From an optimization exercise on the open Yosys and OpenROAD flow, aimed at small area and a short achievable clock period; shortcuts taken in it are not production practice.
Function was checked by simulation only, so behaviour that the tests miss may differ from the original.
The clock port is modelled as an ideal driver, which makes a skipped or thinned clock tree look cheaper than it is; a real chip needs a root buffer or a tree.
No activity file was given, so power comes from the tool's default toggle rates.

Setup of v15:
// c6288_top
module c6288_top (
  input         clk,
  input  [15:0] a,
  input  [15:0] b,
  output [31:0] p
);
Size in the first run: roughly 65 I/O pins, roughly 0.0079 sq mm of cells after synthesis.
Settings: LEC_CHECK=0, CAP_MARGIN=20, CORE_MARGIN=2, CORE_UTILIZATION=65, SLEW_MARGIN=20, SYNTH_HIERARCHICAL=1, SYNTH_MINIMUM_KEEP_SIZE=0; clock period 15.0 ns.
standard.sh (not shown) runs the stock make flow with config.mk's settings and CLKGATE_MAP_FILE= SYNTH_SCRIPT=/design/flow/synth_recipe.tcl, a recipe that flattens the netlist after the stock synthesis.
==> flow/flow/run.sh <==
#!/bin/bash
set -uo pipefail
source flow/params.sh
export RES=orfs/results/sky130hd/c6288_top/base
ARGS=(MATCH_CELL_FOOTPRINT=0 "BUFFER_PORTS_ARGS=-buffer_cell $PORT_BUF" SETUP_SLACK_MARGIN=$SETUP_MARGIN $EXTRA)
if [ -n "${CTS_OPTS:-}" ]; then ARGS+=("CTS_ARGS=$CTS_OPTS"); fi
bash standard.sh "${ARGS[@]}" floorplan > std_floorplan.log 2>&1 || exit 1
if [ -n "$IN_FF" ]; then
  IN_FF=$IN_FF openroad -no_init -exit flow/upsize.tcl > upsize.log 2>&1 || exit 1
fi
bash standard.sh "${ARGS[@]}" cts > std_cts.log 2>&1 || exit 1
if [ -n "$SKEW_CELLS" ]; then
  SKEW_CELLS="$SKEW_CELLS" ROOT_CELL="${ROOT_CELL:-}" P_GROUP="${P_GROUP:-8}" IN_ROOTS="${IN_ROOTS:-2}" openroad -no_init -exit flow/${SKEW_TCL:-skew.tcl} > skew.log 2>&1 || exit 1
fi
bash standard.sh "${ARGS[@]}" finish > std_finish.log 2>&1
st=$?
cp orfs/logs/sky130hd/c6288_top/base/*.log . 2>/dev/null
exit $st
==> flow/flow/params.sh <==
SETUP_MARGIN=10.7
PORT_BUF=sky130_fd_sc_hd__buf_1
IN_FF=sky130_fd_sc_hd__dfxtp_2
SKEW_CELLS="sky130_fd_sc_hd__clkdlybuf4s50_1 sky130_fd_sc_hd__clkbuf_8"
EXTRA="SKIP_CTS_REPAIR_TIMING=1 REMOVE_ABC_BUFFERS=1 SETUP_MOVE_SEQUENCE=sizeup,swap"
CTS_OPTS="-sink_clustering_enable -repair_clock_nets -dont_use_dummy_load -buf_list {sky130_fd_sc_hd__clkbuf_4 sky130_fd_sc_hd__clkbuf_8}"
SKEW_TCL="skew2.tcl"
ROOT_CELL="sky130_fd_sc_hd__clkbuf_16"
P_GROUP="8"
IN_ROOTS="2"
Other scripts of this flow, unchanged in this note and not shown: flow/flow/skew.tcl, flow/flow/skew2.tcl, flow/flow/upsize.tcl
Here is what was changed in the inputs of v10 compared with v15.
diff --git a/flow/flow/params.sh b/flow/flow/params.sh
--- a/flow/flow/params.sh
+++ b/flow/flow/params.sh
@@ -1,2 +1,2 @@
-SETUP_MARGIN=10.7
+SETUP_MARGIN=10.5
 PORT_BUF=sky130_fd_sc_hd__buf_1
@@ -9,2 +9,2 @@
 P_GROUP="8"
-IN_ROOTS="2"
+IN_ROOTS="3"
==> results.txt <==
v10 ran to completion and came out clean on the timing, DRC and antenna checks. v10 against v15: wire length moved down; count of TritonRoute iterations in the first routing pass held. Hold slack: v15 vs v10 — no meaningful difference. As of v10, post-route cell area had fallen slightly compared to v15. Clock network fraction of design power for v10 is higher than for v15. Cell-internal power (v10 over v15): decrease, 9.9%.
Input changes introduced in v28 (baseline for comparison: v10):
diff --git a/flow/flow/params.sh b/flow/flow/params.sh
--- a/flow/flow/params.sh
+++ b/flow/flow/params.sh
@@ -1,2 +1,2 @@
-SETUP_MARGIN=10.5
+SETUP_MARGIN=10.6
 PORT_BUF=sky130_fd_sc_hd__buf_1
--- outcome ---
Going from v10 to v28, arrival time of the worst setup path -3.70 ns; routing usage on met3 ~0 delta; area growth from synthesis to layout +0.79 points; maximum fanout along the worst path -15; layout cell share with drive strength beyond 1 +0.25 points. v10 has lower area used by multi-input combinational logic than v28.
Changes in v32 relative to v28:
diff --git a/flow/flow/params.sh b/flow/flow/params.sh
--- a/flow/flow/params.sh
+++ b/flow/flow/params.sh
@@ -1,2 +1,2 @@
-SETUP_MARGIN=10.6
+SETUP_MARGIN=10.7
 PORT_BUF=sky130_fd_sc_hd__buf_1
==> results.txt <==
- Worst IR drop on VDD was lower in the run labelled v32.
- Having completed the whole flow, v32 delivered a layout that passed the timing, DRC and antenna checks.
- Summary of v32 over v28: sequential share of layout area roughly the same, detailed-router iteration count before antenna repair higher, final hold violation count roughly the same, critical path depth roughly the same, cell area higher.
- Of v32 and v28, the higher fmax belongs to v32.
--- input diff v32..v26 ---
diff --git a/flow/flow/params.sh b/flow/flow/params.sh
--- a/flow/flow/params.sh
+++ b/flow/flow/params.sh
@@ -1,2 +1,2 @@
-SETUP_MARGIN=10.7
+SETUP_MARGIN=10.9
 PORT_BUF=sky130_fd_sc_hd__buf_1
==> comparison <==
Compared to v32, v26 has sum of met2 wire segment lengths after detailed routing 3.4% higher.
Re number of well taps: no difference whatsoever between v32 and v26.
Taking v32 as the reference point, the clock period minus final worst setup slack of v26 falls by 0.020 ns.
Compared with v32, v26 ends up with more cell area.
When v26 is set beside v32, its area growth from synthesis to layout turns out to be 3.0 points larger.
[compare] base=v32 new=v26: width of the die did not really move; number of top-level pins did not really move; total wirelength of the detailed-routed design went up; wire length per cell went up.
No run of this note takes its clock network from TritonCTS; it comes from the design's own scripts or RTL.

* * *

c6288_top again, from the RTL that the note above started with.
export LEC_CHECK = 0
export CAP_MARGIN = 20
export CORE_MARGIN = 2
export CORE_UTILIZATION = 40
export CTS_BUF_LIST = sky130_fd_sc_hd__clkbuf_4 sky130_fd_sc_hd__clkbuf_8
export SLEW_MARGIN = 20
export SYNTH_HIERARCHICAL = 1
export SYNTH_MINIMUM_KEEP_SIZE = 0
create_clock -name core_clock -period 15.0 [get_ports {clk}]
==> flow/flow/run.sh <==
#!/bin/bash
set -uo pipefail
source flow/params.sh
export RES=orfs/results/sky130hd/c6288_top/base
ARGS=(MATCH_CELL_FOOTPRINT=0 "BUFFER_PORTS_ARGS=-buffer_cell $PORT_BUF" SETUP_SLACK_MARGIN=$SETUP_MARGIN $EXTRA)
bash standard.sh "${ARGS[@]}" floorplan > std_floorplan.log 2>&1 || exit 1
if [ -n "$IN_FF" ]; then
  IN_FF=$IN_FF openroad -no_init -exit flow/upsize.tcl > upsize.log 2>&1 || exit 1
fi
bash standard.sh "${ARGS[@]}" cts > std_cts.log 2>&1 || exit 1
if [ -n "$SKEW_CELLS" ]; then
  SKEW_CELLS="$SKEW_CELLS" openroad -no_init -exit flow/skew.tcl > skew.log 2>&1 || exit 1
fi
bash standard.sh "${ARGS[@]}" finish > std_finish.log 2>&1
st=$?
cp orfs/logs/sky130hd/c6288_top/base/*.log . 2>/dev/null
exit $st
==> flow/flow/params.sh <==
SETUP_MARGIN=0
PORT_BUF=sky130_fd_sc_hd__buf_1
IN_FF=sky130_fd_sc_hd__dfxtp_4
SKEW_CELLS="sky130_fd_sc_hd__clkdlybuf4s50_1 sky130_fd_sc_hd__clkbuf_4"
EXTRA=""
==> flow/flow/skew.tcl <==
read_db $::env(RES)/4_cts.odb
set block [ord::get_db_block]
set db [ord::get_db]
array set groups {}
foreach inst [$block getInsts] {
  if {[string match {p_q*} [$inst getName]]} {
    set it [$inst findITerm CLK]
    lappend groups([[$it getNet] getName]) $it
  }
}
set k 0
foreach netname [lsort [array names groups]] {
  set src [$block findNet $netname]
  set sx 0; set sy 0; set c 0
  foreach it $groups($netname) {
    set bb [[$it getInst] getBBox]
    incr sx [$bb xMin]; incr sy [$bb yMin]; incr c
  }
  set x [expr {$sx / $c}]; set y [expr {$sy / $c}]
  foreach cell $::env(SKEW_CELLS) {
    set buf [odb::dbInst_create $block [$db findMaster $cell] "skew_buf_$k"]
    set dst [odb::dbNet_create $block "skew_clk_$k"]
    $dst setSigType CLOCK
    [$buf findITerm A] connect $src
    [$buf findITerm X] connect $dst
    $buf setLocation $x $y
    $buf setPlacementStatus PLACED
    set src $dst
    incr k
  }
  foreach it $groups($netname) {
    $it disconnect
    $it connect $src
  }
  puts "leaf $netname: $c product registers behind $::env(SKEW_CELLS)"
}
global_connect
detailed_placement
check_placement
write_db $::env(RES)/4_cts.odb
==> flow/flow/upsize.tcl <==
# Give the operand registers a stronger flip-flop of the same type.
read_db $::env(RES)/2_floorplan.odb
set block [ord::get_db_block]
set m [[ord::get_db] findMaster $::env(IN_FF)]
set n 0
foreach inst [$block getInsts] {
  set name [$inst getName]
  if {[string match {a_q*} $name] || [string match {b_q*} $name]} {
    $inst swapMaster $m
    incr n
  }
}
puts "upsized $n registers to $::env(IN_FF)"
write_db $::env(RES)/2_floorplan.odb
The starting point completed without violations.
Change:
--- a/flow/flow/run.sh
+++ b/flow/flow/run.sh
@@ -5,2 +5,3 @@
 ARGS=(MATCH_CELL_FOOTPRINT=0 "BUFFER_PORTS_ARGS=-buffer_cell $PORT_BUF" SETUP_SLACK_MARGIN=$SETUP_MARGIN $EXTRA)
+if [ -n "${CTS_OPTS:-}" ]; then ARGS+=("CTS_ARGS=$CTS_OPTS"); fi
 bash standard.sh "${ARGS[@]}" floorplan > std_floorplan.log 2>&1 || exit 1
--- a/flow/flow/params.sh
+++ b/flow/flow/params.sh
@@ -5 +5,2 @@
 EXTRA=""
+CTS_OPTS="-sink_clustering_enable -repair_clock_nets -dont_use_dummy_load -buf_list {sky130_fd_sc_hd__clkbuf_4 sky130_fd_sc_hd__clkbuf_8}"
Result:
- via count stays flat
- design area decreases slightly
- non-clock buffer count stays the same
- cell count decreases slightly
- worst setup slack is worse by 0.054 ns
- utilization decreases by 0.48 points
- global-route usage is about the same
- clock skew increases by 0.0083 ns
- worst hold slack is better by 0.0066 ns
- sequential cell count is unchanged
- wire length barely changes
Change:
--- a/flow/flow/run.sh
+++ b/flow/flow/run.sh
@@ -5,3 +5,2 @@
 ARGS=(MATCH_CELL_FOOTPRINT=0 "BUFFER_PORTS_ARGS=-buffer_cell $PORT_BUF" SETUP_SLACK_MARGIN=$SETUP_MARGIN $EXTRA)
-if [ -n "${CTS_OPTS:-}" ]; then ARGS+=("CTS_ARGS=$CTS_OPTS"); fi
 bash standard.sh "${ARGS[@]}" floorplan > std_floorplan.log 2>&1 || exit 1
==> flow/flow/params.sh (replaced) <==
SETUP_MARGIN=0
PORT_BUF=sky130_fd_sc_hd__buf_1
IN_FF=sky130_fd_sc_hd__dfxtp_4
SKEW_CELLS="sky130_fd_sc_hd__clkdlybuf4s50_1 sky130_fd_sc_hd__clkdlybuf4s15_1 sky130_fd_sc_hd__clkbuf_4"
EXTRA=""
Settings changed: CTS_BUF_LIST sky130_fd_sc_hd__clkbuf_4 sky130_fd_sc_hd__clkbuf_8 to sky130_fd_sc_hd__clkbuf_4.
- worst setup slack loses 0.14 ns
- flip-flop and latch count is unchanged
- die area stays the same
- total power rises by 2.3%
Change:
--- a/flow/flow/run.sh
+++ b/flow/flow/run.sh
@@ -5,2 +5,3 @@
 ARGS=(MATCH_CELL_FOOTPRINT=0 "BUFFER_PORTS_ARGS=-buffer_cell $PORT_BUF" SETUP_SLACK_MARGIN=$SETUP_MARGIN $EXTRA)
+if [ -n "${CTS_OPTS:-}" ]; then ARGS+=("CTS_ARGS=$CTS_OPTS"); fi
 bash standard.sh "${ARGS[@]}" floorplan > std_floorplan.log 2>&1 || exit 1
==> flow/flow/params.sh (replaced) <==
SETUP_MARGIN=11.0
PORT_BUF=sky130_fd_sc_hd__buf_1
IN_FF=sky130_fd_sc_hd__dfxtp_2
SKEW_CELLS="sky130_fd_sc_hd__clkdlybuf4s50_1 sky130_fd_sc_hd__clkbuf_4"
EXTRA="SKIP_CTS_REPAIR_TIMING=1 REMOVE_ABC_BUFFERS=1 SETUP_MOVE_SEQUENCE=sizeup,swap"
CTS_OPTS="-sink_clustering_enable -repair_clock_nets -dont_use_dummy_load -buf_list {sky130_fd_sc_hd__clkbuf_4 sky130_fd_sc_hd__clkbuf_8}"
Settings changed: CTS_BUF_LIST sky130_fd_sc_hd__clkbuf_4 to sky130_fd_sc_hd__clkbuf_4 sky130_fd_sc_hd__clkbuf_8.
Effect: Cell area came out higher by 2.6%. Utilization came out higher by 1.1 points. Setup slack is better by 0.30 ns. Routed wire length came out lower by 0.53%. Final cell count came out lower by 1.8%. Power came out higher by 16%. Die area does not change. Flip-flop and latch count stays the same. Via count barely changes. Sequential power came out higher by about 2%.

==> re-timing with driven ports <==
In the flow no input, the clock included, has a driving cell. The finished layouts below were timed again as built, in two steps. Step 1 sets driving cells, clkbuf_16 on the clock port and buf_2 on the other inputs (assumed; they add their load-dependent delay and slew). Step 2, shift: input delay + t, output delay - t, t = (earliest + latest rising clock arrival at the registers) / 2. This alone moves slack from input paths to output paths. Three values: ideal, step 1, step 2; two values: the first two.
run | shift t [ns] | slack for setup (ns) | latest minus earliest clock arrival (ns)
v15 | 0.529 | 10.729 / 10.666 / 10.828 | 0.662 / 0.662
v10 | 0.533 | 10.658 / 10.632 / 10.658 | 0.682 / 0.683
v28 | 0.534 | 10.699 / 10.630 / 10.776 | 0.683 / 0.682
v32 | 0.530 | 10.733 / 10.661 / 10.837 | 0.672 / 0.672
v26 | 0.533 | 10.753 / 10.681 / 10.863 | 0.680 / 0.679
the first run of note 2 | 0.702 | 10.457 / 10.457 / 10.457 | 0.645 / 0.646
the second run of note 2 | 0.696 | 10.403 / 10.403 / 10.403 | 0.654 / 0.653
the third run of note 2 | 0.868 | 10.261 / 10.222 / 10.614 | 0.841 / 0.841
the fourth run of note 2 | 0.702 | 10.556 / 10.520 / 10.734 | 0.659 / 0.659
In every run listed the clock reaches the registers at very different times; t lies between them, and the last value is a rough guide only.
